Context: an optimization exercise on an open-source flow, tuned for small area, a short achievable clock period and few clock cycles per item. The choices shown serve that exercise and are no tape-out recipe. At most, simulation tests tie the RTL to the original design; equivalence was not proved. Power and IR drop assume default switching activity.

## CompDiv
module CompDiv(
	input [31:0] Divisor_input,
	input [31:0] Dividend_input,
	input run,
	input rst,
	input clk,
	output ready,
	output [31:0] Quotient_output,
	output [31:0] Remainder_output
	);
Size in the first run: ~900 cells after synthesis, ~130 I/O pins.
==> flow/config.mk <==
export PLATFORM = sky130hd
export DESIGN_NAME = CompDiv
export DESIGN_NICKNAME = CompDiv
export VERILOG_FILES = /design/flow/design.v
export SDC_FILE = /design/flow/constraint.sdc
export NUM_CORES = 4
export LEC_CHECK = 0
export CAP_MARGIN = 20
export CORE_MARGIN = 2
export CORE_UTILIZATION = 65
export SLEW_MARGIN = 20
==> flow/constraint.sdc <==
create_clock -name core_clock -period 10.0 [get_ports {clk}]
set_input_delay 2.0000 -clock core_clock [delete_from_list [all_inputs] [get_ports {clk}]]
set_output_delay 2.0000 -clock core_clock [all_outputs]
set_load 0.01 [all_outputs]
standard.sh (not shown) runs the stock make flow with config.mk's settings and CLKGATE_MAP_FILE= SYNTH_SCRIPT=/design/flow/synth_recipe.tcl, a recipe that flattens the netlist after the stock synthesis.
==> flow/flow/run.sh <==
#!/bin/bash
# The standard layout (standard.sh, unchanged synthesis) with these optimisation knobs:
#  - port buffers are buf_1 cells (buffer_ports' own pick is a larger delay cell)
#  - optional: sizing may change a cell's footprint (FOOTPRINT=0)
# standard.sh's output goes to standard.log here; ORFS's own logs stay under orfs/logs.
export SETUP_SLACK_MARGIN=7
export BUFFER_PORTS_ARGS="-buffer_cell sky130_fd_sc_hd__buf_1"
bash standard.sh MATCH_CELL_FOOTPRINT=0 finish > standard.log 2>&1
The starting point finished with timing, DRC and antenna clean.
Testbench counts at the start, summed over its fixed seeds: cycles 19,444, items 2,400.
Then changed:
--- a/flow/flow/run.sh
+++ b/flow/flow/run.sh
@@ -3,5 +3,7 @@
 #  - port buffers are buf_1 cells (buffer_ports' own pick is a larger delay cell)
-#  - optional: sizing may change a cell's footprint (FOOTPRINT=0)
+#  - sizing may change a cell's footprint
+#  - after global routing, gates on the least critical 30% of paths are sized down (RECOVER_POWER)
 # standard.sh's output goes to standard.log here; ORFS's own logs stay under orfs/logs.
 export SETUP_SLACK_MARGIN=7
+export RECOVER_POWER=30
 export BUFFER_PORTS_ARGS="-buffer_cell sky130_fd_sc_hd__buf_1"
- CORE_UTILIZATION: 65 -> 60
With this change the flow finished with capacitance limit, slew limit left.
Setup slack gets worse by 2.0 ns.
Final cell count went up by 2.4%.
Synthesized area stays the same.
Register-to-register slack gets worse by 2.0 ns.
Clock skew stays flat.
Clock power is about the same.
Design area stays flat.
Die area went up by 8.0%.
Worst hold slack gets worse by 0.028 ns.
Via count went down by 0.87%.
Then changed:
==> flow/flow/run.sh (replaced) <==
#!/bin/bash
# The standard layout (standard.sh, unchanged synthesis) with these optimisation knobs:
#  - port buffers are buf_1 cells (buffer_ports' own pick is a larger delay cell)
#  - optional: sizing may change a cell's footprint (FOOTPRINT=0)
# standard.sh's output goes to standard.log here; ORFS's own logs stay under orfs/logs.
export SETUP_SLACK_MARGIN=7
export BUFFER_PORTS_ARGS="-buffer_cell sky130_fd_sc_hd__buf_1"
bash standard.sh MATCH_CELL_FOOTPRINT=0 finish > standard.log 2>&1
- CTS_BUF_LIST: default -> sky130_fd_sc_hd__clkbuf_8 sky130_fd_sc_hd__clkbuf_16
- CTS_CLUSTER_SIZE: default -> 40
Effect: This time the run passed the timing, DRC and antenna checks; wire length increases slightly; hold slack is about the same; sequential power barely changes; total power is about the same; via count decreases slightly; global-route usage is unchanged.
Then changed:
--- a/flow/flow/run.sh
+++ b/flow/flow/run.sh
@@ -5,3 +5,3 @@
 # standard.sh's output goes to standard.log here; ORFS's own logs stay under orfs/logs.
-export SETUP_SLACK_MARGIN=7
+export SETUP_SLACK_MARGIN=7.15
 export BUFFER_PORTS_ARGS="-buffer_cell sky130_fd_sc_hd__buf_1"
- CTS_BUF_LIST: sky130_fd_sc_hd__clkbuf_8 sky130_fd_sc_hd__clkbuf_16 -> default
- CTS_CLUSTER_SIZE: 40 -> default
Result: The changed run ran to the end with no violations. Global-route usage climbs by 2.9 points. Routed wire length climbs by 23%. Clock skew is about the same. Worst setup slack improves by 0.024 ns.

v3:
Another version of the RTL of CompDiv (not shown whole).
For scale: about 1,000 cells after synthesis, about 110 flip-flops, ~130 I/O pins, roughly 8700 um^2 of cells after synthesis.
Settings: LEC_CHECK=0, CAP_MARGIN=20, CORE_MARGIN=2, CORE_UTILIZATION=40, SLEW_MARGIN=20; clock period 10.0 ns.
==> flow/flow/run.sh <==
#!/bin/bash
cp standard.sh standard.sh.txt 2>/dev/null
export SETUP_SLACK_MARGIN=7.5
bash standard.sh > standard.log 2>&1
The following lists how v21 was set up differently from v3:
- ABC_CLOCK_PERIOD_IN_PS: unset -> 2000
- SETUP_SLACK_MARGIN: unset -> 5
==> flow/run.sh (new file) <==
#!/bin/bash
# synth_recipe.tcl (not shown) runs the flow's synth.tcl, then flattens the netlist and writes it again
# the make line also repeats each setting of config.mk as NAME=value (left out here)
make -C /OpenROAD-flow-scripts/flow DESIGN_CONFIG=/design/flow/config.mk WORK_HOME=/design/flow/orfs CLKGATE_MAP_FILE= SYNTH_SCRIPT=/design/flow/synth_recipe.tcl finish
removed: flow/flow/run.sh
removed: flow/standard.sh
## What came out
Per the comparison of v21 with v3, met1 track demand over resource in global routing went down by 2.6 points, register share of total power went up by 3.6 points, sum of routed wire length over all layers went down by 11%. Minimum clock period, v3 and v21, lower one = v3. Changes observed in v21 relative to v3: global-route usage has decreased, met3 global-route usage has decreased, clock slew at the register clock pins of the worst setup and hold paths has remained practically unchanged. Relative to v3, count of non-CTS inverters in the layout has gone down in v21. Of v21 and v3, it is v21 that has the lower final instance count without filler cells. v21: all stages complete, timing, DRC and antenna checks passed. No stage failed in v3, and the final checks on the layout all came back clean. Looking at power across v3 and v21, the one that comes out lower is v21. Of v3 and v21, the run reporting the higher combinational share of power was v3.
## Diff of input files: v48 against v21
- clearing ABC_CLOCK_PERIOD_IN_PS, which used to be 2000
- clearing SETUP_SLACK_MARGIN, which used to be 5
Notes after the runs:
v48: all stages complete, timing, DRC and antenna checks passed. Final hold violation count of v21 is on par with v48. Critical path depth: v21 vs v48 identical. Diff v48..v21 | complex-gate fraction of the synthesized area | unchanged.
No functional check of the RTL was part of any run of this note.

[what the ideal ports hide]
No port has a modelled driver above. Below, the same layouts with a new extraction and two added sets of constraints. Step 1: set_driving_cell puts a clkbuf_16 on clk and a buf_2 on each other input, an assumption about the parent block. Step 2 also shifts input and output timing later by t, the mid clock arrival at the registers, as if the neighbouring blocks saw the same clock. a / b / c = no drivers / after step 1 / after step 2; a / b = the first two.
| run | t (ns) | setup slack, ns | hold WS [ns] | worst setup path after step 2 | pins driven straight from the clock port |
|---|---|---|---|---|---|
| the first run of note 1 | 0.418 | 7.015 / 6.971 / 7.029 | 0.520 / 0.520 / 0.520 | register to register | 1 |
| the second run of note 1 | 0.407 | 5.061 / 5.061 / 5.061 | 0.492 / 0.492 / 0.492 | register to register | 1 |
| the third run of note 1 | 0.408 | 7.025 / 6.983 / 7.068 | 0.492 / 0.492 / 0.492 | register to register | 1 |
| the fourth run of note 1 | 0.415 | 7.048 / 7.048 / 7.048 | 0.490 / 0.490 / 0.490 | register to register | 1 |
| v3 | 0.410 | 6.799 / 6.756 / 6.799 | 0.553 / 0.553 / 0.553 | register to register | 1 |
| v21 | 0.409 | 6.227 / 6.227 / 6.227 | 0.484 / 0.484 / 0.484 | register to register | 1 |
| v48 | 0.409 | 6.227 / 6.227 / 6.227 | 0.484 / 0.484 / 0.484 | register to register | 1 |
